This design comes from an exercise in tuning for a short achievable clock period and few clock cycles per item on the open sky130 flow, not from production work.
At most, simulation tests tie the RTL to the original design; equivalence was not proved.
Only the layout flow was run in runs 2 and 5 to 7; the RTL was not checked for function there.
Power and IR drop assume default switching activity.

===== flow/config.mk =====
export PLATFORM = sky130hd
export DESIGN_NAME = processor
export DESIGN_NICKNAME = processor
export VERILOG_FILES = /design/flow/design.v
export SDC_FILE = /design/flow/constraint.sdc
export NUM_CORES = 4
export LEC_CHECK = 0
export CAP_MARGIN = 20
export CORE_MARGIN = 2
export CORE_UTILIZATION = 40
export SLEW_MARGIN = 20

===== flow/constraint.sdc =====
create_clock -name core_clock -period 5.5 [get_ports {clk}]
set_input_delay 1.1000 -clock core_clock [delete_from_list [all_inputs] [get_ports {clk}]]
set_output_delay 1.1000 -clock core_clock [all_outputs]
set_load 0.01 [all_outputs]

===== flow/design.v =====
`timescale 1ns / 1ps
module regfile(
	input clk,
	input rst,
	input [2:0] address_a,
	input [2:0] address_b,
	input wire write_enable,
	input signed [15:0] write_data,
	output reg signed [15:0] data_a,
	output reg signed [15:0] data_b
	);
	reg signed [15:0] regs [7:0];
	integer i;
	always @ (posedge clk) begin
		if (rst) begin
			for (i = 0; i < 8; i = i + 1)
				regs[i] <= 0;
		end else if (write_enable == 1) begin
			regs[address_a] <= write_data;
		end
		data_a <= regs[address_a];
		data_b <= regs[address_b];
	end
endmodule
`timescale 1ns / 1ps
module alu(
	input clk,
	input [3:0] opcode,
	input signed [15:0] a,
	input signed [15:0] b,
	input signed [15:0] immediate,
	output reg zero,
	output reg signed [15:0] alu_result
   );
	reg signed [15:0] result_next;
	reg zero_next;
	always @ (posedge clk) begin
		zero_next = 0;
		result_next = alu_result;
		case (opcode) 
			4'b0010:begin
						result_next = a + b; 
					end
			4'b0011:begin
						result_next = a + (-b); 
						if (result_next == 0) begin
							zero_next = 1;
						end
					end
			4'b1010:begin
						result_next = a + immediate; 
					end
			4'b1011:begin
						result_next = a + (-immediate); 
						if (result_next == 0) begin
							zero_next = 1;
						end
					end
		endcase
		zero <= zero_next;
		alu_result <= result_next;
	end
endmodule
`timescale 1ns / 1ps
module processor(
	input clk,
	input rst,
	input [15:0] instruction,
	output reg [3:0] address,
	output reg [15:0] result,
	output reg retire
	);
	parameter rom_size = 16;
	parameter step_cycles = 4;
	reg [31:0] timer;
	reg zero;
	wire [3:0] opcode = instruction[15:12];
	wire [2:0] reg_a = instruction[11:9];
	wire [2:0] reg_b = instruction[8:6];
	wire signed [7:0] immediate = instruction[7:0];
	wire [3:0] jmp_addr = instruction[11:8];
	reg write_enable;
	reg signed [15:0] write_data;
	wire signed [15:0] data_a;
	wire signed [15:0] data_b;
	wire signed [15:0] alu_result;
	wire alu_zero;
	reg [31:0] timer_next;
	reg [3:0] address_next;
	reg zero_next;
	regfile _regfile(
		.clk(clk),
		.rst(rst),
		.address_a(reg_a),
		.address_b(reg_b),
		.write_enable(write_enable),
		.write_data(write_data),
		.data_a(data_a),
		.data_b(data_b)
	);
	alu _alu(
		.clk(clk),
		.opcode(opcode),
		.a(data_a),
		.b(data_b),
		.immediate(immediate),
		.zero(alu_zero),
		.alu_result(alu_result)
	);
	always @ (posedge clk) begin
		if (rst) begin
			timer <= 0;
			address <= 0;
			zero <= 0;
			write_enable <= 0;
			write_data <= 0;
			result <= 0;
			retire <= 0;
		end else begin
			timer_next = timer + 1;
			timer <= timer_next;
			retire <= 0;
			if (timer_next % step_cycles == 0) begin
				address_next = (address + 1) % rom_size;
				zero_next = zero;
				case (opcode) 
					4'b0001:begin
								write_data <= immediate;
								write_enable <= 1;
							end
					4'b0010:begin
								write_data <= alu_result; 
								write_enable <= 1;
							end
					4'b1010:begin
								write_data <= alu_result; 
								write_enable <= 1;
							end
					4'b0011:begin
								write_data <= alu_result;
								zero_next = alu_zero;
								write_enable <= 1;
							end
					4'b1011:begin
								write_data <= alu_result;
								zero_next = alu_zero;
								write_enable <= 1;
							end
					4'b1000:begin
								address_next = jmp_addr % rom_size;
							end
					4'b1100:begin
								if (zero == 1) begin
									address_next = jmp_addr % rom_size;
								end
							end
					4'b1110:begin
								write_data <= data_b;
								write_enable <= 1;
							end
					4'b1111:begin
							end
					default:begin
							end
				endcase
				address <= address_next;
				zero <= zero_next;
				result <= {address_next, 3'b000, zero_next, data_a[7:0]};
				retire <= 1;
			end
		end
	end
endmodule

===== flow/run.sh =====
#!/bin/bash
# synth_recipe.tcl (not shown) runs the flow's synth.tcl, then flattens the netlist and writes it again
# the make line also repeats each setting of config.mk as NAME=value (left out here)
make -C /OpenROAD-flow-scripts/flow DESIGN_CONFIG=/design/flow/config.mk WORK_HOME=/design/flow/orfs CLKGATE_MAP_FILE= SYNTH_SCRIPT=/design/flow/synth_recipe.tcl finish

==> flow_metrics.env, run 1 <==
export IMPL_die_w_um=176
export IMPL_synth_edf_count=144
export IMPL_grt_max_degree=43
export IMPL_p_per_area_nw_per_um2=310
export IMPL_fin_worst_skew_ps=18.7
export IMPL_insertion_delay_ps=530
export IMPL_via_per_inst=5.75
export IMPL_yosys_area_top_type_share_pct=36.6
export IMPL_post_cts_resize_count=0
export IMPL_drcViolationCount=0
export IMPL_dieArea_um2=30900
export IMPL_ff2ff_path_depth=10
export IMPL_min_path_type="reg2reg"
export IMPL_num_antenna_cells=0
export IMPL_maxUsedRoutingLayer="met4"
export IMPL_top_level_ports=39
export IMPL_num_vias=8634
export IMPL_clkSinkCount=210
export IMPL_postCtsSetupBuffers=0
export IMPL_critPathMaxStageDelay_ps=540
export IMPL_track_usage_pct=21.6
export IMPL_syn_area_um2=11800
export IMPL_cts_buffers=24
export IMPL_fillers=2686
export IMPL_r2r_start="_regfile.data_a[1]"
export IMPL_drive_gt1_share_pct=12.1
export IMPL_dr_pass1_iters=6
export IMPL_min_path_cells=1
export IMPL_seq_area_um2=5650
export IMPL_irDropWorstVdd_uv=174
export IMPL_cpMaxStageDelayCell="clkdlybuf4s50_1"
export IMPL_dp_hpwl_um=22100
export IMPL_post_route_period_util_pct=83.6
export IMPL_synthCells=1080
export IMPL_max_cap_violations=0
export IMPL_drt_total_wl_um=33300
export IMPL_wire_per_inst_um=22.2
export IMPL_async_flop_share_pct=0
export IMPL_synthTopCellsByArea="edfxtp_1 (37%), dfxtp_1 (11%), and2_1 (7.1%), mux4_2 (6.1%), ha_1 (5.2%)"
export IMPL_required_ps=5750
export IMPL_grt_pass1_wl_um=50800
export IMPL_dr_wl_met3_um=1990
export IMPL_r2r_end="_alu.zero"
export IMPL_die_y_um=176
export IMPL_status="timing/DRC/antenna clean"
export IMPL_yosysWarningCount=4
export IMPL_crit_type="in2reg"
export IMPL_crit_path_end_kind="flip-flop"
export IMPL_wl_met2_um=15300
export IMPL_wirelength_met1_um=15100
export IMPL_cts_root_buffer="clkbuf_16"
export IMPL_avgSynthCellArea_um2=10.9
export IMPL_fin_crit_ps=4600
export IMPL_setup_tns_final_ps=0
export IMPL_ant_nets=0
export IMPL_worstPathArrival_ps=4850
export IMPL_relSlewSlack_pct=30.9
export IMPL_rrSetupSlack_ps=1960
export IMPL_leakage_nw=5.04
export IMPL_ys_types=64
export IMPL_port_buffers=35
export IMPL_holdBufCountCts=0
export IMPL_clkSlewWorstSetupHoldPaths_ps=60
export IMPL_initial_core_util_pct=40.9
export IMPL_start_kind="input port"
export IMPL_crit_chain="clkdlybuf4s50_1 -> nor2b_1 -> nand2_1 -> o21ai_0 -> ha_1 -> and3_1 -> a2111o_1 -> a221oi_1 -> o31ai_1 -> o41ai_1 -> xnor2_1 -> nand2_1 -> o21ai_0"
export IMPL_clockBufferDepth=3
export IMPL_area_growth_pct=12.8
export IMPL_cts_tree="yes"
export IMPL_ys_ff_latch=210
export IMPL_drt_iter0_markers=824
export IMPL_tightest_slew_ps=1040
export IMPL_finalHoldViolations=0
export IMPL_place_congestion=0.886
export IMPL_crit_path_start="instruction[12]"
export IMPL_multiInputGateArea_um2=5790
export IMPL_coreArea_um2=28900
export IMPL_synth_top_cell_by_area="edfxtp_1"
export IMPL_grt_pass1_vias=8467
export IMPL_rows=62
export IMPL_ys_flop_type="edfxtp_1"
export IMPL_critical_path_max_fanout=22
export IMPL_yosysSeqAreaShare_pct=47.8
export IMPL_grt_setup_unrepaired="no"
export IMPL_fin_total_pwr_mw=4.13
export IMPL_antenna_found_initial=0
export IMPL_fmax_mhz=218
export IMPL_final_max_slew_viol_count=0
export IMPL_yosysMostFrequentCell="edfxtp_1"
export IMPL_cp_endpoint="_alu.alu_result[15]"
export IMPL_ys_top_cells_by_count="edfxtp_1 (144), and2_1 (134), a22oi_1 (74), nor2_1 (69), dfxtp_1 (66)"
export IMPL_setup_viol=0
export IMPL_overflow=0
export IMPL_htreeDepth=1
export IMPL_nets=1172
-- final cells by class --
type	instances	share of cell area [%]
timing repair buffer	57	3.85
clock inverter	6	0.338
clock buffer	35	5.21
inverter	41	1.16
multi-input combinational	768	43.4
tap	384	3.61
sequential	210	42.4
-- state kept, by name (all words and copies together) (netlist names) --
name             count
timer                2
result              10
_alu.zero            1
write_data          16
_regfile.regs      128
_regfile.data_a     16
retire               1
_regfile.data_b     16
address              3
_alu.alu_result     16
write_enable         1
-- per-layer routing --
metal | up-vias | track usage [%]
met5 | - | 0
met4 | 0 | 5.92
met3 | 55 | 3.42
met2 | 285 | 35.2
met1 | 4249 | 30.0
li1 | 4045 | -
-- worst max-delay path, delay by kind of cell --
family | cells | cell delay, ps
compound gates | 6 | 1830
fa+ha+maj | 1 | 300
xor+xnor | 1 | 120
simple gates | 4 | 940
buf+inv | 1 | 540
-- logic make-up (layout without fill, tap and decap cells) --
group / count (synthesis) / after routing / synth area share, %
other: 1 / 3 / 0.0318
AO/OA/AOI/OAI: 225 / 225 / 13.5
flip-flops: 210 / 210 / 47.8
XOR/XNOR: 38 / 38 / 2.82
buffers and inverters: 104 / 139 / 3.64
adder cells (fa/ha/maj): 52 / 52 / 5.70
AND/OR/NAND/NOR: 385 / 385 / 17.4
multiplexers: 65 / 65 / 9.10
-- stage by stage --
stage	utilization, %	setup slack [ps]	cell area [um^2]	instances	hold WS [ps]
5_1_grt	46.1	540	13300	1501	464
3_3_place_gp	43.5	459	12600	1459	407
3_5_place_dp	43.5	379	12600	1459	415
2_1_floorplan	-	1320	11800	1082	399
4_1_cts	46.1	918	13300	1500	425
6_report	46.1	902	13300	1501	421
-- power breakdown --
part	internal [mW]	switching, mW	total (mW)
combinational	0.330	0.455	0.784
clock	0.872	0.620	1.49
sequential	1.78	0.0769	1.85
total	2.98	1.15	4.13
-- worst min path at each step --
stage               startpoint        to  slack (ps)
global route          timer[0]  timer[0]         460
floorplan             timer[0]  timer[0]         400
finish                timer[0]  timer[0]         420
detailed placement    timer[0]  timer[0]         410
CTS                   timer[0]  timer[0]         430
global placement      timer[0]  timer[0]         410
-- cell usage in the layout, fill, tap and decap left out, drive strengths merged, types with 7 or more instances in the layout --
cell type	Yosys	layout
buf	11	24
mux2i	15	15
xnor2	24	24
xor2	14	14
a21oi	33	33
a21o	13	13
mux4	32	32
inv	40	40
a311oi	8	8
a22oi	74	74
edfxtp	144	144
ha	49	49
and2	134	134
a221oi	11	11
nand4	20	20
nand3	10	10
and3	10	10
dfxtp	66	66
clkdlybuf4s50	0	33
clkinv	1	7
a211oi	14	14
o21bai	8	8
or2	10	10
nor2	69	69
clkbuf	51	35
nor3	24	24
mux2	18	18
nand2b	12	12
nand2	65	65
o21ai	32	32
nor2b	11	11
Testbench counts, summed over its fixed seeds: cycles 76,896, instrs 19,200.
==> inputs of run 2 (changes only) <==
==> flow/design.v (replaced) <==
`timescale 1ns / 1ps
module regfile(
	input clk,
	input rst,
	input [2:0] waddr,
	input [15:0] wdata,
	input [2:0] raddr,
	output [15:0] rdata
	);
	reg [15:0] regs [7:0];
	integer i;
	always @ (posedge clk) begin
		if (rst) begin
			for (i = 0; i < 8; i = i + 1)
				regs[i] <= 0;
		end else begin
			regs[waddr] <= wdata;
		end
	end
	assign rdata = regs[raddr];
endmodule
`timescale 1ns / 1ps
module alu(
	input [15:0] wd,
	input [15:0] x,
	input cin,
	input [15:0] k,
	input s_sum,
	input s_shl,
	input s_k,
	input s_hold,
	input z,
	input z_cmp,
	input z_one,
	output [15:0] wd_next,
	output z_next
	);
	wire [15:0] sum = wd + x + {15'd0, cin};
	wire eq = &(wd ^ x);
	assign wd_next = ({16{s_sum}} & sum) |
	                 ({16{s_shl}} & {wd[14:0], 1'b0}) |
	                 ({16{s_k}} & k) |
	                 ({16{s_hold}} & wd);
	assign z_next = z_one | (z_cmp & eq) | (~z_one & ~z_cmp & z);
endmodule
`timescale 1ns / 1ps
module processor(
	input clk,
	input rst,
	input [15:0] instruction,
	output reg [3:0] address,
	output reg [15:0] result,
	output reg retire
	);
	wire [3:0] opcode = instruction[15:12];
	wire [2:0] reg_a = instruction[11:9];
	wire [2:0] reg_b = instruction[8:6];
	wire [15:0] immediate = {{8{instruction[7]}}, instruction[7:0]};
	wire [3:0] jmp_addr = instruction[11:8];
	reg [15:0] wd;
	reg zero;
	reg e_valid;
	reg [15:0] e_x;
	reg e_cin;
	reg [15:0] e_k;
	reg e_sum, e_shl, e_k_sel, e_hold;
	reg e_zcmp, e_zone;
	wire [15:0] wd_next;
	wire zero_next;
	wire [15:0] data_b;
	regfile _regfile(
		.clk(clk),
		.rst(rst),
		.waddr(reg_a),
		.wdata(wd_next),
		.raddr(reg_b),
		.rdata(data_b)
	);
	alu _alu(
		.wd(wd),
		.x(e_x),
		.cin(e_cin),
		.k(e_k),
		.s_sum(e_sum),
		.s_shl(e_shl),
		.s_k(e_k_sel),
		.s_hold(e_hold),
		.z(zero),
		.z_cmp(e_zcmp),
		.z_one(e_zone),
		.wd_next(wd_next),
		.z_next(zero_next)
	);
	wire same = (reg_a == reg_b);
	reg [15:0] d_x;
	reg d_cin;
	reg [15:0] d_k;
	reg d_sum, d_shl, d_k_sel, d_hold;
	reg d_zcmp, d_zone;
	reg d_jump;
	always @(*) begin
		d_x = data_b;
		d_cin = 0;
		d_k = immediate;
		d_sum = 0;
		d_shl = 0;
		d_k_sel = 0;
		d_hold = 0;
		d_zcmp = 0;
		d_zone = 0;
		d_jump = 0;
		case (opcode)
			4'b0001: d_k_sel = 1;
			4'b0010: begin
				if (same) d_shl = 1;
				else d_sum = 1;
			end
			4'b1010: begin
				d_x = immediate;
				d_sum = 1;
			end
			4'b0011: begin
				d_x = ~data_b;
				d_cin = 1;
				if (same) begin
					d_k = 0;
					d_k_sel = 1;
					d_zone = 1;
				end else begin
					d_sum = 1;
					d_zcmp = 1;
				end
			end
			4'b1011: begin
				d_x = ~immediate;
				d_cin = 1;
				d_sum = 1;
				d_zcmp = 1;
			end
			4'b1000: begin
				d_hold = 1;
				d_jump = 1;
			end
			4'b1100: begin
				d_hold = 1;
				d_jump = zero_next;
			end
			4'b1110: begin
				d_k = data_b;
				if (same) d_hold = 1;
				else d_k_sel = 1;
			end
			default: d_hold = 1;
		endcase
	end
	always @(posedge clk) begin
		if (rst) begin
			address <= 0;
			wd <= 0;
			zero <= 0;
			e_valid <= 0;
			e_x <= 0;
			e_cin <= 0;
			e_k <= 0;
			e_sum <= 0;
			e_shl <= 0;
			e_k_sel <= 0;
			e_hold <= 1;
			e_zcmp <= 0;
			e_zone <= 0;
			result <= 0;
			retire <= 0;
		end else begin
			address <= d_jump ? jmp_addr : address + 4'd1;
			wd <= wd_next;
			zero <= zero_next;
			e_valid <= 1;
			e_x <= d_x;
			e_cin <= d_cin;
			e_k <= d_k;
			e_sum <= d_sum;
			e_shl <= d_shl;
			e_k_sel <= d_k_sel;
			e_hold <= d_hold;
			e_zcmp <= d_zcmp;
			e_zone <= d_zone;
			result <= {address, 3'b000, zero_next, wd[7:0]};
			retire <= e_valid;
		end
	end
endmodule
--- a/flow/config.mk
+++ b/flow/config.mk
@@ -7,2 +7,3 @@
 export LEC_CHECK = 0
+export ABC_CLOCK_PERIOD_IN_PS = 1800
 export CAP_MARGIN = 20
@@ -10,2 +11,3 @@
 export CORE_UTILIZATION = 40
+export SETUP_SLACK_MARGIN = 3.6
 export SLEW_MARGIN = 20
==> flow_metrics.env, run 2 <==
export IMPL_status="timing/DRC/antenna clean"
export IMPL_port_buffers=35
export IMPL_top_level_ports=39
export IMPL_setup_viol=0
export IMPL_ys_flop_type="edfxtp_1"
export IMPL_min_path_cells=1
export IMPL_num_antenna_cells=0
export IMPL_dr_pass1_iters=5
export IMPL_start_kind="flip-flop"
export IMPL_clock_power_share_pct=41.6
export IMPL_antenna_found_initial=0
export IMPL_synthTopCellsByArea="edfxtp_1 (41%), dfxtp_1 (16%), mux4_2 (7.7%), nor2_1 (5.5%), a21oi_1 (3.4%)"
export IMPL_clkSlewWorstSetupHoldPaths_ps=60
export IMPL_multiInputGateArea_um2=5030
export IMPL_wire_per_inst_um=21.7
export IMPL_fin_worst_skew_ps=30.8
export IMPL_overflow=0
export IMPL_avgSynthCellArea_um2=11.6
export IMPL_clockBufferDepth=3
export IMPL_grt_max_degree=45
export IMPL_seq_area_um2=5370
export IMPL_final_common_cell="edfxtp_1"
export IMPL_required_ps=5800
export IMPL_die_w_um=157
export IMPL_crit_type="reg2reg"
export IMPL_fin_total_pwr_mw=3.93
export IMPL_grt_pass1_wl_um=40900
export IMPL_cts_buffers=24
export IMPL_power_frac_comb_pct=14.5
export IMPL_drt_total_wl_um=27600
export IMPL_yosysMostFrequentCell="nor2_1"
export IMPL_drive_gt1_share_pct=42.7
export IMPL_place_congestion=0.823
export IMPL_worstPathArrival_ps=2880
export IMPL_clkSinkCount=202
export IMPL_relSlewSlack_pct=44.9
export IMPL_cts_root_buffer="clkbuf_16"
export IMPL_async_flop_share_pct=0
export IMPL_fillers=1894
export IMPL_syn_area_um2=9400
export IMPL_top_register="_regfile.regs"
export IMPL_seq_power_share_pct=43.9
export IMPL_synth_edf_count=128
export IMPL_ys_top_cells_by_count="nor2_1 (139), edfxtp_1 (128), dfxtp_1 (74), a21oi_1 (63), nand2_1 (48)"
export IMPL_drcViolationCount=0
export IMPL_ys_ff_latch=202
export IMPL_crit_path_end_kind="flip-flop"
export IMPL_tightest_slew_ps=825
export IMPL_yosysWarningCount=2
export IMPL_ff2ff_path_depth=12
export IMPL_dp_hpwl_um=16300
export IMPL_yosysSeqAreaShare_pct=56.6
export IMPL_insertion_delay_ps=540
export IMPL_synth_top_cell_by_area="edfxtp_1"
export IMPL_initial_core_util_pct=40.4
export IMPL_leakage_nw=4.99
export IMPL_nets=972
export IMPL_htreeDepth=1
export IMPL_min_path_type="reg2reg"
export IMPL_via_per_inst=5.55
export IMPL_max_cap_violations=0
export IMPL_finalHoldViolations=0
export IMPL_final_cell_mix="edfxtp_1 (128), nor2_1 (121), buf_4 (66), dfxtp_1 (51), a21oi_1 (43)"
export IMPL_cts_tree="yes"
export IMPL_track_usage_pct=22.0
export IMPL_dieArea_um2=24700
export IMPL_grt_pass1_vias=6877
export IMPL_area_growth_pct=41.4
export IMPL_intPower_mw=2.95
export IMPL_grt_setup_unrepaired="yes"
export IMPL_die_y_um=157
export IMPL_holdBufCountCts=0
export IMPL_fmax_mhz=387
export IMPL_drt_iter0_markers=642
export IMPL_num_vias=7062
export IMPL_fin_crit_ps=2590
export IMPL_rows=56
export IMPL_p_per_area_nw_per_um2=296
export IMPL_coreArea_um2=23300
export IMPL_switchingPower_uw=984
export IMPL_irDropWorstVdd_uv=179
export IMPL_final_max_slew_viol_count=0
export IMPL_synthCells=810
export IMPL_ys_types=63
export IMPL_ant_nets=0
export IMPL_post_route_period_util_pct=47.0
export IMPL_largest_reg_flops=128
export IMPL_switching_share_pct=25.0
export IMPL_yosys_area_top_type_share_pct=40.9
export IMPL_critical_path_max_fanout=4
export IMPL_setup_tns_final_ps=0
-- run 2: changes by cell type in the layout (fill, tap and decap cells not counted), moves of 19 or more --
cell / delta
o21ai_0: -22
xnor2_1: -22
nor2_1: +54
clkdlybuf4s50_1: -27
and2_1: -133
a21oi_2: +20
nor3_1: -19
buf_6: +26
nand2_1: -36
buf_4: +45
a22oi_1: -72
buf_12: +22
ha_1: -44
-- run 2: final timing paths --
| path | from | to | slack, ps |
|---|---|---|---|
| worst max-delay path | e_x[0] | _regfile.regs[3][8] | 2910 |
| worst min-delay path | e_valid | retire | 440 |
| worst max register to register | e_x[0] | _regfile.regs[3][8] | 2910 |
| worst min register to register | e_valid | retire | 440 |
-- run 2: final cells by class --
cell class / instances / area share (%)
Clock buffer: 34 / 5.03
Inverter: 27 / 0.856
Tap cell: 319 / 3.00
Timing Repair Buffer: 142 / 11.8
Sequential cell: 202 / 40.4
Multi-Input combinational cell: 539 / 37.8
Clock inverter: 9 / 1.18
-- run 2: through the flow --
step	setup slack [ps]	util (%)	instance area, um^2	std cells	hold WS, ps
2_1_floorplan	3020	-	10200	812	414
3_3_place_gp	1770	45.0	10500	1119	419
3_5_place_dp	1800	45.0	10500	1119	446
4_1_cts	2990	54.3	12600	1235	445
5_1_grt	2840	57.2	13300	1272	449
6_report	2910	57.2	13300	1272	438
-- run 2: worst max-delay path, cell delays in order (launching register included) --
cell       delay [ps]
dfxtp_2           330
fa_2              400
inv_2              70
fa_2              230
nor2b_4            60
o2111ai_4         230
buf_6             140
nand2_4            40
a31o_4            280
a211oi_4          210
buf_4             170
clkbuf_16         140
nor2_1             40
-- run 2: timing repair --
action	CTS	global route
gates cloned	11	4
gates resized for setup	244	83
endpoints found under the setup margin	343	241
buffers inserted	62	33
pin swaps	47	41
-- run 2: cells by family (layout without fill, tap and decap cells) --
group                    Yosys count  after routing  synth area share, %
AND/OR/NAND/NOR                  281            289                 13.6
flip-flops                       202            202                 56.6
AO/OA/AOI/OAI                    151            152                 11.1
buffers and inverters             80            212                 3.62
multiplexers                      60             60                 10.9
adder cells (fa/ha/maj)           18             18                 2.55
XOR/XNOR                          17             17                 1.58
other                              1              3               0.0399
-- run 2: power groups by stage --
stage	sequential, mW	clock [mW]	combinational, mW
floorplan	1.74	0	0.306
global placement	1.76	0	0.389
detailed placement	1.76	0	0.391
CTS	1.73	1.65	0.511
global route	1.74	1.71	0.604
finish	1.73	1.63	0.571
-- run 2: routing by layer --
metal / global-route usage (%) / vias up / share of wire, % / wire [um]
met5: 0 / - / 0 / 0
met1: 30.8 / 3537 / 44 / 12100
li1: - / 3230 / - / -
met3: 3.44 / 40 / 6.6 / 1830
met2: 35.6 / 255 / 48 / 13100
met4: 6.19 / 0 / 2.0 / 559
==> inputs of run 3 (changes only) <==
--- a/flow/design.v
+++ b/flow/design.v
@@ -37,4 +37,25 @@
 	);
-	wire [15:0] sum = wd + x + {15'd0, cin};
-	wire eq = &(wd ^ x);
+	wire [15:0] p = wd ^ x;
+	reg [16:0] g_l, p_l;
+	reg [16:0] g_n, p_n;
+	integer i, d;
+	always @(*) begin
+		g_l = {wd & x, cin};
+		p_l = {p, 1'b0};
+		for (d = 1; d < 17; d = d * 2) begin
+			for (i = 0; i < 17; i = i + 1) begin
+				if (i >= d) begin
+					g_n[i] = g_l[i] | (p_l[i] & g_l[i - d]);
+					p_n[i] = p_l[i] & p_l[i - d];
+				end else begin
+					g_n[i] = g_l[i];
+					p_n[i] = p_l[i];
+				end
+			end
+			g_l = g_n;
+			p_l = p_n;
+		end
+	end
+	wire [15:0] sum = p ^ g_l[15:0];
+	wire eq = &p;
 	assign wd_next = ({16{s_sum}} & sum) |
@@ -69,3 +90,4 @@
 	wire zero_next;
-	wire [15:0] data_b;
+	wire [15:0] rf_b;
+	reg [2:0] e_ra;
 	regfile _regfile(
@@ -73,6 +95,6 @@
 		.rst(rst),
-		.waddr(reg_a),
-		.wdata(wd_next),
+		.waddr(e_ra),
+		.wdata(wd),
 		.raddr(reg_b),
-		.rdata(data_b)
+		.rdata(rf_b)
 	);
@@ -93,2 +115,3 @@
 	);
+	wire [15:0] data_b = (reg_b == e_ra) ? wd : rf_b;
 	wire same = (reg_a == reg_b);
@@ -161,2 +184,3 @@
 			e_valid <= 0;
+			e_ra <= 0;
 			e_x <= 0;
@@ -177,2 +201,3 @@
 			e_valid <= 1;
+			e_ra <= reg_a;
 			e_x <= d_x;
--- a/flow/config.mk
+++ b/flow/config.mk
@@ -7,3 +7,3 @@
 export LEC_CHECK = 0
-export ABC_CLOCK_PERIOD_IN_PS = 1800
+export ABC_CLOCK_PERIOD_IN_PS = 1000
 export CAP_MARGIN = 20
==> flow_metrics.env, run 3 <==
export IMPL_finalWorstSetupSlack_ps=3430
export IMPL_port_buffers=35
export IMPL_post_route_period_util_pct=37.6
export IMPL_drt_total_wl_um=23800
export IMPL_top_register="_regfile.regs"
export IMPL_required_ps=4400
export IMPL_rows=56
export IMPL_dr_pass1_iters=6
export IMPL_antenna_found_initial=0
export IMPL_yosysWarningCount=3
export IMPL_drcViolationCount=0
export IMPL_synthTopCellsByArea="edfxtp_1 (41%), dfxtp_1 (16%), mux4_2 (7.7%), and2_1 (4.5%), nor2_1 (3.8%)"
export IMPL_grt_max_degree=24
export IMPL_grt_setup_unrepaired="yes"
export IMPL_final_common_cell="edfxtp_1"
export IMPL_final_util_pct=53.9
export IMPL_crit_chain="buf_6"
export IMPL_drive_gt1_share_pct=37.5
export IMPL_irDropWorstVdd_uv=277
export IMPL_dp_hpwl_um=14600
export IMPL_synth_top_cell_by_area="edfxtp_1"
export IMPL_async_flop_share_pct=0
export IMPL_die_y_um=157
export IMPL_num_antenna_cells=0
export IMPL_clkSinkCount=205
export IMPL_setup_tns_final_ps=0
export IMPL_worstPathArrival_ps=970
export IMPL_fmax_mhz=484
export IMPL_dp_cells=1096
export IMPL_dieArea_um2=24700
export IMPL_fillers=1972
export IMPL_cts_tree="yes"
export IMPL_setup_viol=0
export IMPL_grt_pass1_wl_um=37400
export IMPL_syn_area_um2=9400
export IMPL_design_area_um2=12500
export IMPL_fin_worst_skew_ps=24.1
export IMPL_num_vias=6426
export IMPL_critical_path_max_fanout=3
export IMPL_cts_root_buffer="clkbuf_16"
export IMPL_grt_pass1_vias=6468
export IMPL_via_per_inst=5.28
export IMPL_cts_buffers=23
export IMPL_insertion_delay_ps=530
export IMPL_track_usage_pct=19.6
export IMPL_nets=915
export IMPL_ys_top_cells_by_count="edfxtp_1 (128), nor2_1 (95), dfxtp_1 (77), and2_1 (67), nand2_1 (63)"
export IMPL_post_place_ws_ps=1880
export IMPL_area_growth_pct=33.3
export IMPL_critPathMaxStageDelay_ps=350
export IMPL_crit_type="reg2out"
export IMPL_post_dp_cell_area_um2=10200
export IMPL_clockBufferDepth=3
export IMPL_top_level_ports=39
export IMPL_ys_ff_latch=205
export IMPL_initial_core_util_pct=40.4
export IMPL_leakage_nw=4.69
export IMPL_yosysMostFrequentCell="edfxtp_1"
export IMPL_min_path_type="reg2reg"
export IMPL_cpMaxStageDelayCell="dfxtp_2"
export IMPL_yosysSeqAreaShare_pct=57.3
export IMPL_crit_buf_inv=1
export IMPL_ys_types=53
export IMPL_p_per_area_nw_per_um2=298
export IMPL_overflow=0
export IMPL_clkSlewWorstSetupHoldPaths_ps=60
export IMPL_fin_cells=1216
export IMPL_die_w_um=157
export IMPL_ys_flop_type="edfxtp_1"
export IMPL_synthCells=784
export IMPL_fin_crit_ps=2070
export IMPL_relSlewSlack_pct=61.7
export IMPL_largest_reg_flops=128
export IMPL_htreeDepth=1
export IMPL_final_cell_mix="edfxtp_1 (128), nor2_1 (84), and2_1 (67), buf_4 (60), dfxtp_1 (47)"
export IMPL_crit_path_end_kind="output port"
export IMPL_drt_iter0_markers=533
export IMPL_yosys_area_top_type_share_pct=40.9
export IMPL_ant_nets=0
export IMPL_final_max_slew_viol_count=0
export IMPL_tightest_slew_ps=574
export IMPL_status="timing/DRC/antenna clean"
export IMPL_place_congestion=0.800
export IMPL_coreArea_um2=23300
export IMPL_avgSynthCellArea_um2=12.0
export IMPL_crit_family="flip-flops"
export IMPL_wire_per_inst_um=19.6
export IMPL_finalHoldViolations=0
export IMPL_synth_edf_count=128
export IMPL_start_kind="flip-flop"
export IMPL_max_cap_violations=0
[run 3: changes by cell type after synthesis, sizes merged, moves of 10 or more]
cell	previous run	this run
a21oi	65	20
o22ai	1	16
nor2	141	95
and2	3	67
inv	26	16
nand3	27	8
nand2	48	63
o21ai	15	46
a22oi	15	1
xnor2	5	18
[run 3: what timing repair did]
| action | 4_1_cts | 5_1_grt |
|---|---|---|
| setup endpoints to repair | 306 | 229 |
| hold endpoints to repair | 0 | 0 |
| gates cloned | 10 | 0 |
| hold buffers | 0 | 0 |
| buffers inserted | 33 | 35 |
| pin swaps | 44 | 45 |
| gates resized for setup | 248 | 82 |
[run 3: worst paths after layout]
path | end | start | depth (start not counted) | slack (ps)
setup / recovery | address[3] | address[3] | 1 | 3430
hold / removal | retire | e_valid | 1 | 440
setup reg to reg | wd[15] | e_x[6] | 9 | 3470
hold reg to reg | retire | e_valid | 1 | 440
[run 3: logic make-up after synthesis]
family                     Yosys count  share of synthesized area, %
other                                1                        0.0399
adders and majority gates           17                          2.34
muxes                               60                          10.6
AOI/OAI and AO/OA                  130                          9.55
DFF                                205                          57.3
buffers and inverters               65                          3.18
xor gates and xnor gates            31                          2.89
and+or+nand+nor                    275                          14.1
[run 3: power by group]
group | switching (mW) | internal, mW
combinational | 0.277 | 0.258
clock | 0.616 | 0.827
sequential | 0.0508 | 1.71
total | 0.944 | 2.80
[run 3: layout make-up]
type                       count  area (um^2)  share of cell area [%]
sequential                   205         5470                    43.6
multi-input combinational    518         4660                    37.2
timing repair buffer         116         1240                    9.87
clock buffer                  38          662                    5.28
tap                          319          399                    3.18
inverter                      16         72.6                   0.579
clock inverter                 4         38.8                   0.309
[run 3: metal layers]
layer  track usage [%]  up-vias  wire (um)
li1                  -     3092          -
met1              28.1     3140      10900
met2              31.4      165      11400
met3              3.11       29       1090
met4              4.16        0        338
met5                 0        -          0
[run 3: per-stage QoR]
step	total power, mW	hold WS [ps]
after floorplan	2.07	414
after global placement	2.17	430
after detailed placement	2.17	433
after CTS	3.70	448
after global routing	3.87	456
final	3.74	441
Testbench counts of run 3, summed over its fixed seeds: cycles 19,392, instrs 19,200.
==> inputs of run 4 (changes only) <==
--- a/flow/config.mk
+++ b/flow/config.mk
@@ -7,3 +7,3 @@
 export LEC_CHECK = 0
-export ABC_CLOCK_PERIOD_IN_PS = 1000
+export ABC_CLOCK_PERIOD_IN_PS = 1800
 export CAP_MARGIN = 20
==> flow_metrics.env, run 4 <==
export IMPL_async_flop_share_pct=0
export IMPL_synthCells=784
export IMPL_dieArea_um2=24700
export IMPL_crit_path_end_kind="output port"
export IMPL_min_path_type="reg2reg"
export IMPL_htreeDepth=1
export IMPL_cts_buffers=23
export IMPL_finalWorstSetupSlack_ps=3430
export IMPL_ff2ff_path_depth=9
export IMPL_crit_buf_inv=1
export IMPL_grt_max_degree=24
export IMPL_via_per_inst=5.28
export IMPL_synth_compound_area_share_pct=9.55
export IMPL_cts_tree="yes"
export IMPL_fin_cells=1216
export IMPL_seq_area_um2=5470
export IMPL_drive_gt1_share_pct=37.5
export IMPL_crit_cells=1
export IMPL_final_cell_mix="edfxtp_1 (128), nor2_1 (84), and2_1 (67), buf_4 (60), dfxtp_1 (47)"
export IMPL_post_route_period_util_pct=37.6
export IMPL_dr_wl_met3_um=1090
export IMPL_rows=56
export IMPL_cts_root_buffer="clkbuf_16"
export IMPL_r2r_end="wd[15]"
export IMPL_synth_xor_xnor_area_share_pct=2.89
export IMPL_p_per_area_nw_per_um2=298
export IMPL_yosysSeqAreaShare_pct=57.3
export IMPL_track_usage_pct=19.6
export IMPL_ys_flop_type="edfxtp_1"
export IMPL_num_vias=6426
export IMPL_largest_reg_flops=128
export IMPL_relSlewSlack_pct=61.7
export IMPL_min_path_cells=1
export IMPL_drt_total_wl_um=23800
export IMPL_dp_cells=1096
export IMPL_finalHoldViolations=0
export IMPL_clkSlewWorstSetupHoldPaths_ps=60
export IMPL_num_antenna_cells=0
export IMPL_worstHoldEndpoint="retire"
export IMPL_grt_pass1_vias=6468
export IMPL_critPathMaxStageDelay_ps=350
export IMPL_port_buffers=35
export IMPL_post_place_ws_ps=1880
export IMPL_synth_top_family_by_area="simple AND/OR/NAND/NOR gates"
export IMPL_antenna_found_initial=0
export IMPL_setup_viol=0
export IMPL_critical_path_max_fanout=3
export IMPL_r2r_start="e_x[6]"
export IMPL_yosys_area_top_type_share_pct=40.9
export IMPL_yosys_area_share_simple_pct=14.1
export IMPL_crit_type="reg2out"
export IMPL_clkSinkCount=205
export IMPL_synthAdderAreaFrac_pct=2.34
export IMPL_dp_hpwl_um=14600
export IMPL_nets=915
export IMPL_max_cap_violations=0
export IMPL_wirelength_met1_um=10900
export IMPL_syn_area_um2=9400
export IMPL_fin_worst_skew_ps=24.1
export IMPL_start_kind="flip-flop"
export IMPL_fmax_mhz=484
export IMPL_dr_pass1_iters=6
export IMPL_muxShareOfSynthArea_pct=10.6
export IMPL_setup_tns_final_ps=0
export IMPL_synth_edf_count=128
export IMPL_tightest_slew_ps=574
export IMPL_wire_per_inst_um=19.6
export IMPL_rrSetupSlack_ps=3470
export IMPL_top_level_ports=39
export IMPL_worstHoldStart="e_valid"
export IMPL_multiInputGateArea_um2=4660
export IMPL_final_common_cell="edfxtp_1"
export IMPL_final_util_pct=53.9
export IMPL_grt_pass1_wl_um=37400
export IMPL_cpMaxStageDelayCell="dfxtp_2"
export IMPL_worstPathArrival_ps=970
export IMPL_maxUsedRoutingLayer="met4"
export IMPL_yosysWarningCount=3
export IMPL_overflow=0
export IMPL_grt_setup_unrepaired="yes"
export IMPL_fin_crit_ps=2070
export IMPL_ys_ff_latch=205
export IMPL_final_max_slew_viol_count=0
export IMPL_initial_core_util_pct=40.4
export IMPL_fillers=1972
export IMPL_ys_top_cells_by_count="edfxtp_1 (128), nor2_1 (95), dfxtp_1 (77), and2_1 (67), nand2_1 (63)"
export IMPL_required_ps=4400
export IMPL_crit_chain="buf_6"
export IMPL_irDropWorstVdd_uv=277
export IMPL_area_growth_pct=33.3
export IMPL_avgSynthCellArea_um2=12.0
export IMPL_synth_top_cell_by_area="edfxtp_1"
export IMPL_ys_types=53
export IMPL_yosysMostFrequentCell="edfxtp_1"
export IMPL_place_congestion=0.800
export IMPL_wl_met2_um=11400
export IMPL_status="timing/DRC/antenna clean"
export IMPL_top_register="_regfile.regs"
export IMPL_coreArea_um2=23300
export IMPL_ant_nets=0
export IMPL_die_y_um=157
export IMPL_insertion_delay_ps=530
export IMPL_die_w_um=157
export IMPL_drt_iter0_markers=533
export IMPL_drcViolationCount=0
export IMPL_crit_family="flip-flops"
export IMPL_synthTopCellsByArea="edfxtp_1 (41%), dfxtp_1 (16%), mux4_2 (7.7%), and2_1 (4.5%), nor2_1 (3.8%)"
export IMPL_leakage_nw=4.69
export IMPL_clockBufferDepth=3
run 4: report_power, final:
group          switching, mW  total, mW  internal (mW)  leakage [nW]
Sequential            0.0508       1.76           1.71          2.00
Combinational          0.277      0.535          0.258          2.35
Clock                  0.616       1.44          0.827         0.341
run 4: cell type report:
| class | instances | share of cell area (%) |
|---|---|---|
| Inverter | 16 | 0.579 |
| Timing Repair Buffer | 116 | 9.87 |
| Sequential cell | 205 | 43.6 |
| Clock buffer | 38 | 5.28 |
| Clock inverter | 4 | 0.309 |
| Tap cell | 319 | 3.18 |
| Multi-Input combinational cell | 518 | 37.2 |
run 4: kinds of logic (layout without fill, tap and decap cells):
group / Yosys count / after routing
buffers and inverters: 65 / 174
flip-flops: 205 / 205
XOR/XNOR: 31 / 31
other: 1 / 3
AO/OA/AOI/OAI: 130 / 131
AND/OR/NAND/NOR: 275 / 276
multiplexers: 60 / 60
adder cells (fa/ha/maj): 17 / 17
run 4: worst max-delay path by stage:
stage	start	end
after global placement	instruction[12]	e_x[2]
after detailed placement	instruction[12]	e_x[2]
final	address[3]	address[3]
after global routing	wd[6]	address[2]
after CTS	address[3]	address[3]
after floorplan	instruction[6]	e_x[2]
run 4: stage by stage:
step / hold slack (ps) / instance area [um^2] / total power, mW
2_1_floorplan: 414 / 9800 / 2.07
3_3_place_gp: 430 / 10200 / 2.17
3_5_place_dp: 433 / 10200 / 2.17
4_1_cts: 448 / 11900 / 3.70
5_1_grt: 456 / 12500 / 3.87
6_report: 441 / 12500 / 3.74
run 4: timing repair:
| item | 4_1_cts | 5_1_grt |
|---|---|---|
| endpoints found under the setup margin | 306 | 229 |
| setup buffers | 33 | 35 |
| pin swaps | 44 | 45 |
| gates resized for setup | 248 | 82 |
| gates cloned | 10 | 0 |
| hold buffers | 0 | 0 |
run 4: metal layers:
layer,vias up,track usage [%]
met3,29,3.11
met5,-,0
met1,3140,28.1
li1,3092,-
met2,165,31.4
met4,0,4.16
==> inputs of run 5 (changes only) <==
--- a/flow/design.v
+++ b/flow/design.v
@@ -4,2 +4,3 @@
 	input rst,
+	input write_enable,
 	input [2:0] waddr,
@@ -15,3 +16,3 @@
 				regs[i] <= 0;
-		end else begin
+		end else if (write_enable) begin
 			regs[waddr] <= wdata;
@@ -75,7 +76,10 @@
 	);
-	wire [3:0] opcode = instruction[15:12];
-	wire [2:0] reg_a = instruction[11:9];
-	wire [2:0] reg_b = instruction[8:6];
-	wire [15:0] immediate = {{8{instruction[7]}}, instruction[7:0]};
-	wire [3:0] jmp_addr = instruction[11:8];
+	wire [3:0] f_op = instruction[15:12];
+	wire f_jmp = (f_op == 4'b1000);
+	wire f_br = (f_op == 4'b1100);
+	wire [3:0] f_tgt = instruction[11:8];
+	reg [15:0] ir;
+	reg d_valid;
+	reg d_pend;		 
+	reg [3:0] d_pcn;	 
 	reg [15:0] wd;
@@ -83,2 +87,4 @@
 	reg e_valid;
+	reg [2:0] e_ra;
+	reg [3:0] e_pcn;
 	reg [15:0] e_x;
@@ -90,4 +96,12 @@
 	wire zero_next;
+	wire [3:0] opcode = ir[15:12];
+	wire [2:0] reg_a = ir[11:9];
+	wire [2:0] reg_b = ir[8:6];
+	wire [15:0] immediate = {{8{ir[7]}}, ir[7:0]};
+	wire [3:0] jmp_addr = ir[11:8];
+	wire d_subop = d_valid & ((opcode == 4'b0011) | (opcode == 4'b1011));
+	wire mispredict = d_valid & d_pend & zero_next;
+	wire f_taken = f_jmp | (f_br & ~d_subop & zero_next);
+	wire [3:0] f_next = f_taken ? f_tgt : address + 4'd1;
 	wire [15:0] rf_b;
-	reg [2:0] e_ra;
 	regfile _regfile(
@@ -95,2 +109,3 @@
 		.rst(rst),
+		.write_enable(e_valid),
 		.waddr(e_ra),
@@ -115,3 +130,3 @@
 	);
-	wire [15:0] data_b = (reg_b == e_ra) ? wd : rf_b;
+	wire [15:0] data_b = (e_valid && reg_b == e_ra) ? wd : rf_b;
 	wire same = (reg_a == reg_b);
@@ -122,3 +137,2 @@
 	reg d_zcmp, d_zone;
-	reg d_jump;
 	always @(*) begin
@@ -133,21 +147,30 @@
 		d_zone = 0;
-		d_jump = 0;
-		case (opcode)
-			4'b0001: d_k_sel = 1;
-			4'b0010: begin
-				if (same) d_shl = 1;
-				else d_sum = 1;
-			end
-			4'b1010: begin
-				d_x = immediate;
-				d_sum = 1;
-			end
-			4'b0011: begin
-				d_x = ~data_b;
-				d_cin = 1;
-				if (same) begin
-					d_k = 0;
-					d_k_sel = 1;
-					d_zone = 1;
-				end else begin
+		if (!d_valid) begin
+			d_hold = 1;
+		end else begin
+			case (opcode)
+				4'b0001: d_k_sel = 1;
+				4'b0010: begin
+					if (same) d_shl = 1;
+					else d_sum = 1;
+				end
+				4'b1010: begin
+					d_x = immediate;
+					d_sum = 1;
+				end
+				4'b0011: begin
+					d_x = ~data_b;
+					d_cin = 1;
+					if (same) begin
+						d_k = 0;
+						d_k_sel = 1;
+						d_zone = 1;
+					end else begin
+						d_sum = 1;
+						d_zcmp = 1;
+					end
+				end
+				4'b1011: begin
+					d_x = ~immediate;
+					d_cin = 1;
 					d_sum = 1;
@@ -155,24 +178,10 @@
 				end
-			end
-			4'b1011: begin
-				d_x = ~immediate;
-				d_cin = 1;
-				d_sum = 1;
-				d_zcmp = 1;
-			end
-			4'b1000: begin
-				d_hold = 1;
-				d_jump = 1;
-			end
-			4'b1100: begin
-				d_hold = 1;
-				d_jump = zero_next;
-			end
-			4'b1110: begin
-				d_k = data_b;
-				if (same) d_hold = 1;
-				else d_k_sel = 1;
-			end
-			default: d_hold = 1;
-		endcase
+				4'b1110: begin
+					d_k = data_b;
+					if (same) d_hold = 1;
+					else d_k_sel = 1;
+				end
+				default: d_hold = 1;
+			endcase
+		end
 	end
@@ -181,2 +190,5 @@
 			address <= 0;
+			d_valid <= 0;
+			d_pend <= 0;
+			d_pcn <= 0;
 			wd <= 0;
@@ -185,2 +197,3 @@
 			e_ra <= 0;
+			e_pcn <= 0;
 			e_x <= 0;
@@ -197,7 +210,9 @@
 		end else begin
-			address <= d_jump ? jmp_addr : address + 4'd1;
-			wd <= wd_next;
-			zero <= zero_next;
-			e_valid <= 1;
+			address <= mispredict ? jmp_addr : f_next;
+			d_valid <= ~mispredict;
+			d_pend <= f_br & d_subop;
+			d_pcn <= f_next;
+			e_valid <= d_valid;
 			e_ra <= reg_a;
+			e_pcn <= (d_pend & zero_next) ? jmp_addr : d_pcn;
 			e_x <= d_x;
@@ -211,3 +226,5 @@
 			e_zone <= d_zone;
-			result <= {address, 3'b000, zero_next, wd[7:0]};
+			wd <= wd_next;
+			zero <= zero_next;
+			result <= {e_pcn, 3'b000, zero_next, wd[7:0]};
 			retire <= e_valid;
@@ -215,2 +232,4 @@
 	end
+	always @(posedge clk)
+		ir <= instruction;
 endmodule
==> flow_metrics.env, run 5 <==
export IMPL_dp_cells=1212
export IMPL_avgSynthCellArea_um2=11.9
export IMPL_yosysSeqAreaShare_pct=54.8
export IMPL_max_cap_violations=0
export IMPL_dp_hpwl_um=18400
export IMPL_fin_cells=1350
export IMPL_crit_cells=1
export IMPL_setup_tns_final_ps=0
export IMPL_ys_ff_latch=231
export IMPL_overflow=0
export IMPL_p_per_area_nw_per_um2=292
export IMPL_drcViolationCount=0
export IMPL_fmax_mhz=478
export IMPL_tightest_slew_ps=726
export IMPL_insertion_delay_ps=530
export IMPL_fin_worst_skew_ps=17.1
export IMPL_yosysMostFrequentCell="edfxtp_1"
export IMPL_fin_crit_ps=2090
export IMPL_grt_max_degree=59
export IMPL_track_usage_pct=21.9
export IMPL_syn_area_um2=10800
export IMPL_synth_edf_count=128
export IMPL_crit_chain="buf_6"
export IMPL_irDropWorstVdd_uv=177
export IMPL_min_path_type="reg2reg"
export IMPL_rrSetupSlack_ps=3490
export IMPL_crit_path_end_kind="output port"
export IMPL_status="timing/DRC/antenna clean"
export IMPL_largest_reg_flops=128
export IMPL_ant_nets=0
export IMPL_cts_buffers=25
export IMPL_clkSinkCount=231
export IMPL_coreArea_um2=26700
export IMPL_htreeDepth=1
export IMPL_rows=60
export IMPL_grt_pass1_vias=7316
export IMPL_synthCells=902
export IMPL_die_y_um=168
export IMPL_crit_buf_inv=1
export IMPL_cp_endpoint="retire"
export IMPL_crit_family="flip-flops"
export IMPL_r2r_start="ir[6]"
export IMPL_grt_setup_unrepaired="yes"
export IMPL_finalHoldViolations=0
export IMPL_final_util_pct=51.8
export IMPL_setup_viol=0
export IMPL_ys_types=66
export IMPL_final_common_cell="edfxtp_1"
export IMPL_critPathMaxStageDelay_ps=360
export IMPL_ys_top_cells_by_count="edfxtp_1 (128), and2_1 (122), dfxtp_1 (103), nor2_1 (65), a21oi_1 (48)"
export IMPL_top_register="_regfile.regs"
export IMPL_critical_path_max_fanout=1
export IMPL_top_level_ports=39
export IMPL_wire_per_inst_um=24.0
export IMPL_relSlewSlack_pct=51.6
export IMPL_cpMaxStageDelayCell="dfxtp_2"
export IMPL_fin_total_pwr_mw=4.04
export IMPL_clkSlewWorstSetupHoldPaths_ps=60
export IMPL_async_flop_share_pct=0
export IMPL_finalWorstSetupSlack_ps=3410
export IMPL_start_kind="flip-flop"
export IMPL_fillers=2304
export IMPL_drt_total_wl_um=32400
export IMPL_required_ps=4400
export IMPL_cts_root_buffer="clkbuf_16"
export IMPL_area_growth_pct=28.4
export IMPL_grt_pass1_wl_um=46200
export IMPL_yosys_area_top_type_share_pct=35.7
export IMPL_initial_core_util_pct=40.3
export IMPL_dieArea_um2=28300
export IMPL_clockBufferDepth=3
export IMPL_crit_type="reg2out"
export IMPL_num_vias=7782
export IMPL_worstPathArrival_ps=990
export IMPL_holdBufCountCts=0
export IMPL_antenna_found_initial=1
export IMPL_drive_gt1_share_pct=34.4
export IMPL_leakage_nw=5.12
export IMPL_final_cell_mix="edfxtp_1 (128), and2_1 (122), dfxtp_1 (68), buf_4 (59), nor2_1 (48)"
export IMPL_port_buffers=35
export IMPL_die_w_um=168
export IMPL_drt_iter0_markers=773
export IMPL_yosysWarningCount=3
export IMPL_nets=1026
export IMPL_synth_top_cell_by_area="edfxtp_1"
export IMPL_post_place_ws_ps=2160
export IMPL_place_congestion=0.822
export IMPL_final_max_slew_viol_count=0
export IMPL_r2r_end="e_x[5]"
export IMPL_post_route_period_util_pct=38.0
export IMPL_crit_path_start="retire"
export IMPL_cts_tree="yes"
export IMPL_via_per_inst=5.76
export IMPL_ff2ff_path_depth=6
export IMPL_ys_flop_type="edfxtp_1"
export IMPL_dr_pass1_iters=6
export IMPL_num_antenna_cells=0
export IMPL_synthTopCellsByArea="edfxtp_1 (36%), dfxtp_1 (19%), and2_1 (7.1%), mux4_2 (6.7%), mux2i_1 (2.3%)"
-- run 5: how the worst min path moves through the flow --
stage	from	end	cells past startpoint
floorplan	e_pcn[0]	result[12]	1
global placement	e_pcn[1]	result[13]	1
detailed placement	e_pcn[2]	result[14]	1
CTS	e_pcn[1]	result[13]	1
global route	e_pcn[1]	result[13]	1
finish	e_pcn[1]	result[13]	1
-- run 5: kinds of logic after synthesis --
| group | after synthesis | synth area share [%] |
|---|---|---|
| compound gates | 161 | 10.8 |
| xor+xnor | 20 | 1.63 |
| flops | 231 | 54.8 |
| fa+ha+maj | 17 | 2.04 |
| mux | 64 | 10.5 |
| other cells | 1 | 0.0348 |
| buf+inv | 81 | 3.64 |
| simple gates | 327 | 16.5 |
-- run 5: final cells by class --
class | count | area (um^2) | area share (%)
clock buffer | 40 | 742 | 5.36
clock inverter | 5 | 48.8 | 0.353
inverter | 10 | 45.0 | 0.326
multi-input combinational | 605 | 5360 | 38.8
sequential | 231 | 6000 | 43.4
tap | 341 | 427 | 3.08
timing repair buffer | 118 | 1200 | 8.70
-- run 5: report_power, final --
part	internal (mW)	total, mW	switching [mW]
Combinational	0.211	0.443	0.232
Clock	0.964	1.65	0.686
Sequential	1.88	1.95	0.0646
Total	3.06	4.04	0.982
-- run 5: per-stage QoR --
stage / hold WS (ps) / cell area [um^2]
after floorplan: 414 / 11000
after global placement: 426 / 11300
after detailed placement: 426 / 11300
after CTS: 441 / 13300
after global routing: 464 / 13800
final: 442 / 13800
-- run 5: metal layers --
layer  wire, um  global-route usage, %
met5          0                      0
met4       1020                   7.27
met3       2740                   3.46
met2      14700                   33.5
met1      13900                   31.8
-- run 5: repair_timing --
item / 4_1_cts / 5_1_grt
cloned: 8 / 9
buffers inserted: 62 / 14
pin swaps: 45 / 32
endpoints found under the setup margin: 346 / 177
gates resized for setup: 245 / 75
==> inputs of run 6 (changes only) <==
--- a/flow/config.mk
+++ b/flow/config.mk
@@ -10,3 +10,5 @@
 export CORE_MARGIN = 2
-export CORE_UTILIZATION = 40
+export CORE_UTILIZATION = 60
+export CTS_CLUSTER_DIAMETER = 80
+export CTS_CLUSTER_SIZE = 25
 export SETUP_SLACK_MARGIN = 3.6
==> flow_metrics.env, run 6 <==
export IMPL_synth_edf_count=128
export IMPL_overflow=0
export IMPL_drive_gt1_share_pct=34.7
export IMPL_ys_top_cells_by_count="edfxtp_1 (128), and2_1 (122), dfxtp_1 (103), nor2_1 (65), a21oi_1 (48)"
export IMPL_grt_max_degree=47
export IMPL_avgSynthCellArea_um2=11.9
export IMPL_drt_iter0_markers=1042
export IMPL_drt_total_wl_um=31100
export IMPL_clkSinkCount=231
export IMPL_rrSetupSlack_ps=3490
export IMPL_post_dp_cell_area_um2=11200
export IMPL_htreeDepth=1
export IMPL_leakage_nw=5.07
export IMPL_dr_pass1_iters=7
export IMPL_die_w_um=138
export IMPL_num_vias=8017
export IMPL_dieArea_um2=19000
export IMPL_grt_pass1_wl_um=44600
export IMPL_power_frac_comb_pct=13.2
export IMPL_crit_family="flip-flops"
export IMPL_final_common_cell="edfxtp_1"
export IMPL_grt_setup_unrepaired="yes"
export IMPL_fin_cells=1231
export IMPL_largest_reg_flops=128
export IMPL_clockBufferDepth=3
export IMPL_max_cap_violations=0
export IMPL_yosys_area_top_type_share_pct=35.7
export IMPL_cts_root_buffer="clkbuf_16"
export IMPL_track_usage_pct=31.9
export IMPL_setup_viol=0
export IMPL_holdBufCountCts=0
export IMPL_num_antenna_cells=0
export IMPL_crit_path_end_kind="output port"
export IMPL_required_ps=4400
export IMPL_crit_type="reg2out"
export IMPL_top_register="_regfile.regs"
export IMPL_design_area_um2=13500
export IMPL_critical_path_max_fanout=2
export IMPL_switchingPower_uw=848
export IMPL_port_buffers=35
export IMPL_yosysWarningCount=3
export IMPL_final_cell_mix="edfxtp_1 (128), and2_1 (114), buf_4 (82), dfxtp_1 (64), nor2_1 (52)"
export IMPL_start_kind="flip-flop"
export IMPL_via_per_inst=6.51
export IMPL_fin_total_pwr_mw=3.41
export IMPL_coreArea_um2=17400
export IMPL_relSlewSlack_pct=51.5
export IMPL_status="timing/DRC/antenna clean"
export IMPL_min_path_type="reg2reg"
export IMPL_drcViolationCount=0
export IMPL_dp_cells=1097
export IMPL_tightest_slew_ps=726
export IMPL_area_growth_pct=25.1
export IMPL_ys_flop_type="edfxtp_1"
export IMPL_post_place_ws_ps=2230
export IMPL_fmax_mhz=485
export IMPL_die_y_um=138
export IMPL_worstPathArrival_ps=960
export IMPL_place_congestion=0.869
export IMPL_synthTopCellsByArea="edfxtp_1 (36%), dfxtp_1 (19%), and2_1 (7.1%), mux4_2 (6.7%), mux2i_1 (2.3%)"
export IMPL_fin_worst_skew_ps=23.7
export IMPL_final_max_slew_viol_count=0
export IMPL_p_per_area_nw_per_um2=253
export IMPL_worstHoldStart="e_pcn[3]"
export IMPL_rows=48
export IMPL_ff2ff_path_depth=8
export IMPL_crit_buf_inv=1
export IMPL_cts_buffers=13
export IMPL_grt_pass1_vias=7349
export IMPL_finalHoldViolations=0
export IMPL_async_flop_share_pct=0
export IMPL_post_route_period_util_pct=37.5
export IMPL_synth_top_cell_by_area="edfxtp_1"
export IMPL_min_path_cells=1
export IMPL_finalWorstSetupSlack_ps=3440
export IMPL_ys_ff_latch=231
export IMPL_synthCells=902
export IMPL_yosysSeqAreaShare_pct=54.8
export IMPL_ant_nets=0
export IMPL_switching_share_pct=24.9
export IMPL_nets=1036
export IMPL_setup_tns_final_ps=0
export IMPL_yosysMostFrequentCell="edfxtp_1"
export IMPL_crit_chain="buf_6"
export IMPL_clock_power_share_pct=29.7
export IMPL_irDropWorstVdd_uv=272
export IMPL_intPower_mw=2.56
export IMPL_antenna_found_initial=0
export IMPL_final_util_pct=77.3
export IMPL_seq_power_share_pct=57.1
export IMPL_worstHoldEndpoint="result[15]"
export IMPL_hold_ws_ps=444
export IMPL_initial_core_util_pct=61.8
export IMPL_fin_crit_ps=2060
export IMPL_r2r_start="wd[0]"
export IMPL_r2r_end="wd[11]"
export IMPL_insertion_delay_ps=480
export IMPL_cts_tree="yes"
export IMPL_top_level_ports=39
export IMPL_clkSlewWorstSetupHoldPaths_ps=110
export IMPL_wire_per_inst_um=25.2
export IMPL_cpMaxStageDelayCell="dfxtp_2"
export IMPL_critPathMaxStageDelay_ps=380
export IMPL_ys_types=66
export IMPL_dp_hpwl_um=18300
export IMPL_syn_area_um2=10800
run 6: layout make-up:
type                            count  area [um^2]
Sequential cell                   231         6010
Multi-Input combinational cell    601         5270
Fill cell                        1042         3950
Timing Repair Buffer              144         1480
Clock buffer                       16          347
Tap cell                          225          282
Inverter                           10         50.0
Clock inverter                      4         26.3
run 6: worst max-delay path by stage:
stage,slack (ps),end,startpoint,depth (start not counted)
final,3440,result[8],result[8],1
after global routing,3420,e_x[8],ir[6],7
after CTS,3440,result[8],result[8],1
after detailed placement,2230,_regfile.regs[7][12],rst,6
after global placement,2310,_regfile.regs[7][13],rst,6
after floorplan,3310,_regfile.regs[0][0],rst,5
run 6: layer usage:
layer,vias up,wire length [um],GRT usage (%)
met5,-,0,0
met4,0,857,7.20
met3,69,3380,5.15
met2,483,14100,48.8
met1,3954,12700,48.3
li1,3511,-,-
run 6: repair_timing:
item | 4_1_cts | 5_1_grt
gates cloned | 10 | 8
pin swaps | 30 | 38
setup endpoints to repair | 328 | 245
resized for setup | 245 | 76
buffers inserted | 49 | 47
run 6: kinds of logic (layout without fill, tap and decap cells):
group | count (synthesis) | in the layout | share of synthesized area, %
AO/OA/AOI/OAI | 161 | 161 | 10.8
XOR/XNOR | 20 | 20 | 1.63
adder cells (fa/ha/maj) | 17 | 17 | 2.04
buffers and inverters | 81 | 174 | 3.64
flip-flops | 231 | 231 | 54.8
multiplexers | 64 | 64 | 10.5
other | 1 | 3 | 0.0348
AND/OR/NAND/NOR | 327 | 336 | 16.5
run 6: power by group through the flow:
stage	Sequential, mW	Clock, mW	Combinational (mW)
2_1_floorplan	1.95	0	0.239
3_3_place_gp	1.99	0	0.280
3_5_place_dp	2.00	0	0.288
4_1_cts	1.95	1.01	0.387
5_1_grt	1.95	1.07	0.477
6_report	1.94	1.01	0.450
==> inputs of run 7 (changes only) <==
--- a/flow/config.mk
+++ b/flow/config.mk
@@ -10,5 +10,6 @@
 export CORE_MARGIN = 2
-export CORE_UTILIZATION = 60
-export CTS_CLUSTER_DIAMETER = 80
-export CTS_CLUSTER_SIZE = 25
+export CORE_UTILIZATION = 50
+export CTS_BUF_LIST = sky130_fd_sc_hd__clkbuf_16
+export CTS_CLUSTER_DIAMETER = 200
+export CTS_CLUSTER_SIZE = 30
 export SETUP_SLACK_MARGIN = 3.6
==> flow_metrics.env, run 7 <==
export IMPL_fin_worst_skew_ps=20.2
export IMPL_post_route_period_util_pct=37.7
export IMPL_async_flop_share_pct=0
export IMPL_status="timing/DRC/antenna clean"
export IMPL_setup_viol=0
export IMPL_yosys_area_top_type_share_pct=35.7
export IMPL_final_common_cell="edfxtp_1"
export IMPL_port_buffers=35
export IMPL_cpMaxStageDelayCell="dfxtp_4"
export IMPL_crit_type="reg2out"
export IMPL_post_place_ws_ps=2120
export IMPL_fin_crit_ps=2080
export IMPL_dr_wl_met3_um=1990
export IMPL_required_ps=4400
export IMPL_largest_reg_flops=128
export IMPL_cts_root_buffer="clkbuf_16"
export IMPL_leakage_nw=4.86
export IMPL_fin_total_pwr_mw=3.28
export IMPL_syn_area_um2=10800
export IMPL_fillers=1588
export IMPL_drive_gt1_share_pct=32.5
export IMPL_holdBufCountCts=0
export IMPL_avgSynthCellArea_um2=11.9
export IMPL_dr_pass1_iters=7
export IMPL_drcViolationCount=0
export IMPL_htreeDepth=1
export IMPL_ys_flop_type="edfxtp_1"
export IMPL_grt_pass1_vias=7298
export IMPL_area_growth_pct=22.3
export IMPL_antenna_found_initial=0
export IMPL_yosysMostFrequentCell="edfxtp_1"
export IMPL_clockBufferDepth=3
export IMPL_die_y_um=151
export IMPL_wirelength_met1_um=13500
export IMPL_relSlewSlack_pct=55.0
export IMPL_fin_cells=1246
export IMPL_dp_cells=1147
export IMPL_crit_chain="buf_6"
export IMPL_ys_top_cells_by_count="edfxtp_1 (128), and2_1 (122), dfxtp_1 (103), nor2_1 (65), a21oi_1 (48)"
export IMPL_grt_pass1_wl_um=44300
export IMPL_insertion_delay_ps=480
export IMPL_ant_nets=0
export IMPL_num_vias=7527
export IMPL_maxUsedRoutingLayer="met4"
export IMPL_fmax_mhz=482
export IMPL_yosysSeqAreaShare_pct=54.8
export IMPL_via_per_inst=6.04
export IMPL_dieArea_um2=22700
export IMPL_ys_types=66
export IMPL_dp_hpwl_um=19000
export IMPL_crit_path_end_kind="output port"
export IMPL_crit_family="flip-flops"
export IMPL_start_kind="flip-flop"
export IMPL_track_usage_pct=26.4
export IMPL_p_per_area_nw_per_um2=249
export IMPL_setup_tns_final_ps=0
export IMPL_grt_max_degree=57
export IMPL_synth_edf_count=128
export IMPL_irDropWorstVdd_uv=216
export IMPL_top_register="_regfile.regs"
export IMPL_top_level_ports=39
export IMPL_initial_core_util_pct=51.1
export IMPL_finalWorstSetupSlack_ps=3420
export IMPL_hold_ws_ps=445
export IMPL_final_cell_mix="edfxtp_1 (128), and2_1 (122), dfxtp_1 (67), buf_4 (55), nor2_1 (46)"
export IMPL_wire_per_inst_um=24.0
export IMPL_clkSlewWorstSetupHoldPaths_ps=120
export IMPL_critical_path_max_fanout=1
export IMPL_grt_setup_unrepaired="yes"
export IMPL_clkSinkCount=231
export IMPL_critPathMaxStageDelay_ps=380
export IMPL_drt_total_wl_um=29900
export IMPL_die_w_um=151
export IMPL_coreArea_um2=21100
export IMPL_yosysWarningCount=3
export IMPL_ys_ff_latch=231
export IMPL_nets=1002
export IMPL_max_cap_violations=0
export IMPL_place_congestion=0.874
export IMPL_worstPathArrival_ps=980
export IMPL_cts_buffers=11
export IMPL_overflow=0
export IMPL_finalHoldViolations=0
export IMPL_crit_buf_inv=1
export IMPL_final_max_slew_viol_count=0
export IMPL_drt_iter0_markers=839
export IMPL_rows=53
export IMPL_synthTopCellsByArea="edfxtp_1 (36%), dfxtp_1 (19%), and2_1 (7.1%), mux4_2 (6.7%), mux2i_1 (2.3%)"
export IMPL_min_path_type="reg2reg"
export IMPL_tightest_slew_ps=675
export IMPL_wl_met2_um=13700
export IMPL_synth_top_cell_by_area="edfxtp_1"
export IMPL_cts_tree="yes"
export IMPL_synthCells=902
export IMPL_num_antenna_cells=0
run 7: cell counts after synthesis:
No cell type changed its count.
run 7: cells by family after synthesis:
family | after synthesis | share of synthesized area (%)
other | 1 | 0.0348
and+or+nand+nor | 327 | 16.5
AOI/OAI and AO/OA | 161 | 10.8
DFF | 231 | 54.8
buffers and inverters | 81 | 3.64
muxes | 64 | 10.5
xor gates and xnor gates | 20 | 1.63
adders and majority gates | 17 | 2.04
run 7: stage by stage:
step                      area (um^2)  util (%)
after floorplan                 11000         -
after global placement          11300      53.4
after detailed placement        11300      53.4
after CTS                       12700      60.3
after global routing            13200      62.5
final                           13200      62.5
run 7: final cells by class:
| class | count | area (um^2) | share of cell area, % |
|---|---|---|---|
| clock buffers | 11 | 275 | 2.09 |
| well taps | 275 | 344 | 2.61 |
| flip-flops and latches | 231 | 6010 | 45.6 |
| clock inverters | 6 | 30.0 | 0.228 |
| multi-input cells | 598 | 5270 | 40.0 |
| repair buffers | 115 | 1200 | 9.09 |
| inverters | 10 | 50.0 | 0.380 |
run 7: per-layer routing:
metal / vias up / GRT usage [%]
met5: - / 0
met4: 0 / 5.98
met3: 37 / 4.33
li1: 3430 / -
met1: 3815 / 39.3
met2: 245 / 40.8
run 7: worst paths after layout:
| check | startpoint | end | slack (ps) | cells after the start |
|---|---|---|---|---|
| max | retire | retire | 3420 | 1 |
| min | e_pcn[0] | result[12] | 450 | 1 |
| max reg2reg | ir[6] | e_x[1] | 3480 | 7 |
| min reg2reg | e_pcn[0] | result[12] | 450 | 1 |
run 7: power by group:
part / internal (mW) / leakage (nW) / switching, mW / total, mW
logic: 0.206 / 2.50 / 0.225 / 0.432
clock network: 0.375 / 0.168 / 0.533 / 0.907
registers: 1.88 / 2.19 / 0.0584 / 1.94
total: 2.46 / 4.86 / 0.816 / 3.28
run 7: timing repair:
action / 4_1_cts / 5_1_grt
setup endpoints to repair: 345 / 188
pin swaps: 43 / 18
resized for setup: 255 / 68
buffers inserted: 55 / 16
gates cloned: 7 / 4

port drivers added, routing unchanged:
Ports are ideal in the flow. The routed layouts listed here were re-timed in OpenROAD. Step 1 assumes that a clkbuf_16 drives the clock port and a buf_2 every other input. Step 2 times the ports against the registers' clock, not the clock port: input delays grow and output delays shrink by t, the midpoint of the rising clock arrivals with the driver on. a / b / c = ideal / step 1 / step 2; a / b = the first two.
run	shift t [ns]	setup WS [ns]	worst slew at a driven data input, ns
run 1	0.570	0.902 / 0.932 / 0.362	0.05
run 2	0.576	2.913 / 2.913 / 2.611	0.35
run 3	0.565	3.435 / 3.214 / 2.650	0.36
run 4	0.565	3.435 / 3.214 / 2.650	0.36
run 5	0.564	3.409 / 3.362 / 2.986	0.16
run 6	0.516	3.439 / 3.390 / 2.934	0.05
run 7	0.520	3.424 / 3.375 / 3.074	0.18
After both steps every run listed still meets setup and hold.
